This design comes from an exercise in tuning for small area, a short achievable clock period and few clock cycles on the open sky130 flow, not from production work.
In this exercise RTL edits were held to simulation tests only and were not proved equivalent to the original.

## the reference run
==> flow/design.v <==
`timescale 1ns / 1ps
module pawd_crack(
    input clk,
    input reset_n,
    input [0:127] password_hash,
    input [4:0] blocknum,
    input btn_pressed,
    output reg find,
    output [7:0] out0,
    output [7:0] out1,
    output [7:0] out2,
    output [7:0] out3,
    output [7:0] out4,
    output [7:0] out5,
    output [7:0] out6,
    output [7:0] out7
    );
    localparam [31:0] IVA = 32'h67452301, IVB = 32'hefcdab89,
                      IVC = 32'h98badcfe, IVD = 32'h10325476;
    localparam [1:0] IDLE = 2'd0, LOAD = 2'd1, RUN = 2'd2, DONE = 2'd3;
    function [31:0] kpn; input [5:0] r; begin
        kpn =
            ({32{r == 6'd0}} & 32'h18f7e786) |
            ({32{r == 6'd1}} & 32'h2420715b) |
            ({32{r == 6'd2}} & 32'hc1bdceee) |
            ({32{r == 6'd3}} & 32'hf57c0faf) |
            ({32{r == 6'd4}} & 32'h4787c62a) |
            ({32{r == 6'd5}} & 32'ha8304613) |
            ({32{r == 6'd6}} & 32'hfd469501) |
            ({32{r == 6'd7}} & 32'h698098d8) |
            ({32{r == 6'd8}} & 32'h8b44f7af) |
            ({32{r == 6'd9}} & 32'hffff5bb1) |
            ({32{r == 6'd10}} & 32'h895cd7be) |
            ({32{r == 6'd11}} & 32'h6b901122) |
            ({32{r == 6'd12}} & 32'hfd987193) |
            ({32{r == 6'd13}} & 32'ha67943ce) |
            ({32{r == 6'd14}} & 32'h49b40821) |
            ({32{r == 6'd15}} & 32'h264e5592) |
            ({32{r == 6'd16}} & 32'hc040b340) |
            ({32{r == 6'd17}} & 32'h265e5a51) |
            ({32{r == 6'd18}} & 32'h19e6f7da) |
            ({32{r == 6'd19}} & 32'hd62f105d) |
            ({32{r == 6'd20}} & 32'h02441453) |
            ({32{r == 6'd21}} & 32'hd8a1e681) |
            ({32{r == 6'd22}} & 32'he7d3fbc8) |
            ({32{r == 6'd23}} & 32'h21e1cde6) |
            ({32{r == 6'd24}} & 32'hc3370816) |
            ({32{r == 6'd25}} & 32'hf4d50d87) |
            ({32{r == 6'd26}} & 32'h455a14ed) |
            ({32{r == 6'd27}} & 32'ha9e3e905) |
            ({32{r == 6'd28}} & 32'hfcefa478) |
            ({32{r == 6'd29}} & 32'h676f02d9) |
            ({32{r == 6'd30}} & 32'h8d2a4c8a) |
            ({32{r == 6'd31}} & 32'hfffa3942) |
            ({32{r == 6'd32}} & 32'h8771f681) |
            ({32{r == 6'd33}} & 32'h6d9d6122) |
            ({32{r == 6'd34}} & 32'hfde5384c) |
            ({32{r == 6'd35}} & 32'hd4ef1a74) |
            ({32{r == 6'd36}} & 32'h4bdecfa9) |
            ({32{r == 6'd37}} & 32'hf6bb4b60) |
            ({32{r == 6'd38}} & 32'hbebfbc70) |
            ({32{r == 6'd39}} & 32'h289b7ec6) |
            ({32{r == 6'd40}} & 32'h1ad1582a) |
            ({32{r == 6'd41}} & 32'hd4ef3085) |
            ({32{r == 6'd42}} & 32'h04881d05) |
            ({32{r == 6'd43}} & 32'hd9d4d039) |
            ({32{r == 6'd44}} & 32'he6db99e5) |
            ({32{r == 6'd45}} & 32'h1fa27cf8) |
            ({32{r == 6'd46}} & 32'hc4ac56e5) |
            ({32{r == 6'd47}} & 32'h24595274) |
            ({32{r == 6'd48}} & 32'h432aff97) |
            ({32{r == 6'd49}} & 32'hab9423e7) |
            ({32{r == 6'd50}} & 32'hfc93a039) |
            ({32{r == 6'd51}} & 32'h655b59c3) |
            ({32{r == 6'd52}} & 32'h8f0ccc92) |
            ({32{r == 6'd53}} & 32'hffeff47d) |
            ({32{r == 6'd54}} & 32'hb5b48e01) |
            ({32{r == 6'd55}} & 32'h6fa87e4f) |
            ({32{r == 6'd56}} & 32'hfe2ce6e0) |
            ({32{r == 6'd57}} & 32'ha3014314) |
            ({32{r == 6'd58}} & 32'h4e0811a1) |
            ({32{r == 6'd59}} & 32'hf7537e82) |
            ({32{r == 6'd60}} & 32'hbd3af235) |
            ({32{r == 6'd61}} & 32'h2ad7d33b) |
            ({32{r == 6'd62}} & 32'heb86d391) |
            ({32{r == 6'd63}} & 32'h079ad4a8);
    end endfunction
    function [1:0] xseln; input [5:0] r; begin
        xseln = {r == 6'd0 | r == 6'd15 | r == 6'd35 | r == 6'd54,
                 r == 6'd18 | r == 6'd40 | r == 6'd47 | r == 6'd63};
    end endfunction
    localparam [31:0] S0C = 32'h6edff7a9;  
    function [4:0] rotamt; input [5:0] r; begin
        case ({r[5:4], r[1:0]})
            4'd0: rotamt = 5'd7;   4'd1: rotamt = 5'd12; 4'd2: rotamt = 5'd17; 4'd3: rotamt = 5'd22;
            4'd4: rotamt = 5'd5;   4'd5: rotamt = 5'd9;  4'd6: rotamt = 5'd14; 4'd7: rotamt = 5'd20;
            4'd8: rotamt = 5'd4;   4'd9: rotamt = 5'd11; 4'd10: rotamt = 5'd16; 4'd11: rotamt = 5'd23;
            4'd12: rotamt = 5'd6;  4'd13: rotamt = 5'd10; 4'd14: rotamt = 5'd15; default: rotamt = 5'd21;
        endcase
    end endfunction
    function [31:0] xw0; input [31:0] d; begin
        xw0 = {4'h0, d[19:16], 4'h0, d[23:20], 4'h0, d[27:24], 4'h0, d[31:28]};
    end endfunction
    function [31:0] xw1; input [31:0] d; begin
        xw1 = {4'h0, d[3:0], 4'h0, d[7:4], 4'h0, d[11:8], 4'h0, d[15:12]};
    end endfunction
    reg [1:0] st;
    reg ph;               
    reg [6:0] rnd;        
    reg [31:0] G;         
    reg a0, a1;           
    reg hl, hf;           
    reg dk;               
    reg ld1;              
    reg [31:0] S, B, C, D;         
    reg [31:0] T1, D1, B1, C1;     
    reg [4:0] sh1;
    reg [5:0] rb;         
    reg [1:0] xs;         
    reg [3:0] fg;         
    reg ck;               
    reg [3:0] kc;         
    reg [31:0] Hc;        
    assign out0 = {4'h3, G[31:28]};
    assign out1 = {4'h3, G[27:24]};
    assign out2 = {4'h3, G[23:20]};
    assign out3 = {4'h3, G[19:16]};
    assign out4 = {4'h3, G[15:12]};
    assign out5 = {4'h3, G[11:8]};
    assign out6 = {4'h3, G[7:4]};
    assign out7 = {4'h3, G[3:0]};
    reg [31:0] G2;
    reg cy;
    integer j;
    always @(*) begin
        if (G[3:0] == 4'd8) begin G2[3:0] = 4'd0; cy = 1'b1; end
        else begin G2[3:0] = G[3:0] + 4'd2; cy = 1'b0; end
        for (j = 1; j < 8; j = j + 1) begin
            if (cy) begin
                if (G[4*j +: 4] == 4'd9) G2[4*j +: 4] = 4'd0;
                else begin G2[4*j +: 4] = G[4*j +: 4] + 4'd1; cy = 1'b0; end
            end else G2[4*j +: 4] = G[4*j +: 4];
        end
    end
    function [31:0] padd; input [31:0] x, y;
        reg [31:0] g, p, gn, pn;
        integer l, i, jj;
        begin
            g = x & y; p = x ^ y;
            for (l = 0; l < 5; l = l + 1) begin
                gn = g; pn = p;
                for (i = 0; i < 32; i = i + 1) begin
                    if ((i >> l) & 1) begin jj = ((i >> l) << l) - 1; gn[i] = g[i] | (p[i] & g[jj]); pn[i] = p[i] & p[jj]; end
                end
                g = gn; p = pn;
            end
            padd = (x ^ y) ^ {g[30:0], 1'b0};
        end
    endfunction
    wire [31:0] F = ({32{fg[0]}} & ((B & C) | (~B & D)))
                  | ({32{fg[1]}} & ((D & B) | (~D & C)))
                  | ({32{fg[2]}} & (B ^ C ^ D))
                  | ({32{fg[3]}} & (C ^ (B | ~D)));
    wire [31:0] Gt = {G[31:1], ph};    
    wire [31:0] Xn = ({32{xs[0]}} & xw0(Gt)) | ({32{xs[1]}} & xw1(Gt));
    always @(posedge clk) begin
        T1 <= S + F + Xn;
        D1 <= D;
        B1 <= B;
        C1 <= C;
        sh1 <= rotamt(rnd[5:0]);
        rb <= rnd[5:0];
    end
    wire [63:0] T1d = {T1, T1} << sh1;
    wire [31:0] Bn = padd(B1, T1d[63:32]);
    wire [31:0] Sn = padd(D1, kpn(rb));       
    wire [31:0] Kc = ({32{kc[0]}} & IVA) | ({32{kc[1]}} & IVD)
                   | ({32{kc[2]}} & IVC) | ({32{kc[3]}} & IVB);
    wire [31:0] cin = B ^ Kc ^ Hc;
    wire [31:0] cout = (B & Kc) | (B & cin) | (Kc & cin);
    wire hit = ~cin[0] & (cin[31:1] == cout[30:0]);
    wire run = (st == RUN);
    wire n0 = a0 & hl;
    wire n1 = a1 & hf;
    wire last = rnd[6] & rnd[0];                     
    wire found = run && dk && last && (n0 | n1);
    wire drop = run && dk && !(n0 | n1);
    wire load0 = (st == LOAD) || drop;               
    always @(posedge clk) begin
        if (!reset_n) begin
            st <= IDLE;
            find <= 1'b0;
        end else begin
            case (st)
                IDLE: if (btn_pressed) st <= LOAD;
                LOAD: st <= RUN;
                RUN: if (found) begin st <= DONE; find <= 1'b1; end
                default: ;
            endcase
        end
    end
    always @(posedge clk) begin
        if (st == IDLE)
            G <= (blocknum < 5'd20) ? {blocknum[4:1], blocknum[0] ? 4'd5 : 4'd0, 24'd0} : 32'd0;
        else if (drop)
            G <= G2;
        else if (found && !n0)
            G <= {G[31:1], 1'b1};
    end
    always @(posedge clk) begin
        if (load0 || ld1) begin
            S <= S0C;
            B <= IVB;
            C <= IVC;
            D <= IVD;
        end else begin
            S <= Sn;
            B <= Bn;
            C <= B1;
            D <= C1;
        end
    end
    wire [6:0] rn = rnd + 7'd1;
    always @(posedge clk) begin
        ld1 <= load0;
        if (ck) begin
            if (ph) hf <= hit;
            else hl <= hit;
        end
        if (load0) begin
            ph <= 1'b0;
            rnd <= 7'd0;
            a0 <= 1'b1;
            a1 <= 1'b1;
            dk <= 1'b0;
            xs <= 2'b01;
            fg <= 4'b0001;
            ck <= 1'b0;
        end else begin
            ph <= ~ph;
            dk <= ph & ck;
            if (dk) begin a0 <= n0; a1 <= n1; end
            if (ph) begin
                rnd <= rn;
                xs <= xseln(rnd[5:0]);
                fg <= 4'b0001 << rn[5:4];
                ck <= (rn >= 7'd61) && (rn <= 7'd64);
                kc <= 4'b0001 << (rn[1:0] - 2'd1);
                case (rn[1:0])
                    2'd1: Hc <= {password_hash[24:31], password_hash[16:23], password_hash[8:15], password_hash[0:7]};
                    2'd2: Hc <= {password_hash[120:127], password_hash[112:119], password_hash[104:111], password_hash[96:103]};
                    2'd3: Hc <= {password_hash[88:95], password_hash[80:87], password_hash[72:79], password_hash[64:71]};
                    default: Hc <= {password_hash[56:63], password_hash[48:55], password_hash[40:47], password_hash[32:39]};
                endcase
            end
        end
    end
endmodule
Settings: LEC_CHECK=0, ABC_AREA=1, CAP_MARGIN=20, CORE_MARGIN=2, CORE_UTILIZATION=40, PLACE_DENSITY=0.6, SLEW_MARGIN=20; clock period 10.0 ns.
standard.sh (not shown) runs the stock make flow with config.mk's settings and CLKGATE_MAP_FILE= SYNTH_SCRIPT=/design/flow/synth_recipe.tcl, a recipe that flattens the netlist after the stock synthesis.
==> flow/flow/run.sh <==
#!/bin/bash
set -o pipefail
export BUFFER_PORTS_ARGS="-buffer_cell sky130_fd_sc_hd__buf_1"
export SETUP_SLACK_MARGIN=6.2
bash standard.sh > standard.log 2>&1
Testbench counts of the reference run, summed over its fixed seeds: cycles 213,774.
> inputs changed (the reference run -> the trial run)
--- a/flow/design.v
+++ b/flow/design.v
@@ -163,8 +163,10 @@
                   | ({32{fg[3]}} & (C ^ (B | ~D)));
     wire [31:0] Gt = {G[31:1], ph};    
     wire [31:0] Xn = ({32{xs[0]}} & xw0(Gt)) | ({32{xs[1]}} & xw1(Gt));
-    always @(posedge clk) begin
-        T1 <= S + F + Xn;
+    wire [31:0] cs = S ^ F ^ Xn;
+    wire [31:0] cc = (S & F) | (S & Xn) | (F & Xn);
+    always @(posedge clk) begin
+        T1 <= padd(cs, {cc[30:0], 1'b0});
         D1 <= D;
         B1 <= B;
         C1 <= C;
@@ -221,8 +223,16 @@
         end
     end
     wire [6:0] rn = rnd + 7'd1;
+    wire [6:0] rs = ph ? rn : rnd;      
     always @(posedge clk) begin
         ld1 <= load0;
+        kc <= 4'b0001 << (rs[1:0] - 2'd1);
+        case (rs[1:0])
+            2'd1: Hc <= {password_hash[24:31], password_hash[16:23], password_hash[8:15], password_hash[0:7]};
+            2'd2: Hc <= {password_hash[120:127], password_hash[112:119], password_hash[104:111], password_hash[96:103]};
+            2'd3: Hc <= {password_hash[88:95], password_hash[80:87], password_hash[72:79], password_hash[64:71]};
+            default: Hc <= {password_hash[56:63], password_hash[48:55], password_hash[40:47], password_hash[32:39]};
+        endcase
         if (ck) begin
             if (ph) hf <= hit;
             else hl <= hit;
@@ -243,16 +253,9 @@
             if (ph) begin
                 rnd <= rn;
                 xs <= xseln(rnd[5:0]);
-                fg <= 4'b0001 << rn[5:4];
-                ck <= (rn >= 7'd61) && (rn <= 7'd64);
-                kc <= 4'b0001 << (rn[1:0] - 2'd1);
-                case (rn[1:0])
-                    2'd1: Hc <= {password_hash[24:31], password_hash[16:23], password_hash[8:15], password_hash[0:7]};
-                    2'd2: Hc <= {password_hash[120:127], password_hash[112:119], password_hash[104:111], password_hash[96:103]};
-                    2'd3: Hc <= {password_hash[88:95], password_hash[80:87], password_hash[72:79], password_hash[64:71]};
-                    default: Hc <= {password_hash[56:63], password_hash[48:55], password_hash[40:47], password_hash[32:39]};
-                endcase
             end
+            fg <= 4'b0001 << rs[5:4];
+            ck <= (rs >= 7'd61) && (rs <= 7'd64);
         end
     end
 endmodule
Clock latency at the later pin of the worst-skew pair ended up 0.02 ns lower on the trial run than on the reference run.
[compare] base=the reference run new=the trial run: ratio of final minimum period to clock period picked up an extra 0.48 points, proportion of layout cells with a drive suffix above 1 has decreased, number of vias after detailed routing shrank by about 5%, worst setup timing slack at the placement stage has decreased, total of fill cells in the finished design fell about 4.5%.
NOTE: vertical die dimension in the trial run falls short of that of the reference run
Core box area: the reference run and the trial run compared, higher one is the reference run
Against the reference run, register-to-register slack in the trial run came out worse.
Measured against each other, the reference run and the trial run differ in well tap count, the lower figure coming from the trial run.
Testbench counts of the trial run, summed over its fixed seeds: cycles 213,774.

==> afterwards: timing with drivers on the ports <==
The results above use ideal ports. As a check the final layouts listed here were re-extracted and re-timed, cells and wires unchanged. Step 1 assumes that a clkbuf_16 drives the clock port and a buf_2 every other input. Step 2 adds t to the input delays and takes it off the output delays; t is the mean of the earliest and latest rising clock arrival at the registers after step 1. Input paths then give back, and output paths get back, about the clock's delay inside the block. Three values: no drivers, after step 1, after step 2; two values: the first two.
run | t, ns | slack for setup (ns) | worst hold slack (ns)
the reference run | 0.635 | 6.209 / 6.209 / 6.209 | 0.373 / 0.373 / 0.373
the trial run | 0.617 | 6.161 / 6.161 / 6.161 | 0.376 / 0.376 / 0.376
After both steps every run listed still meets setup and hold.
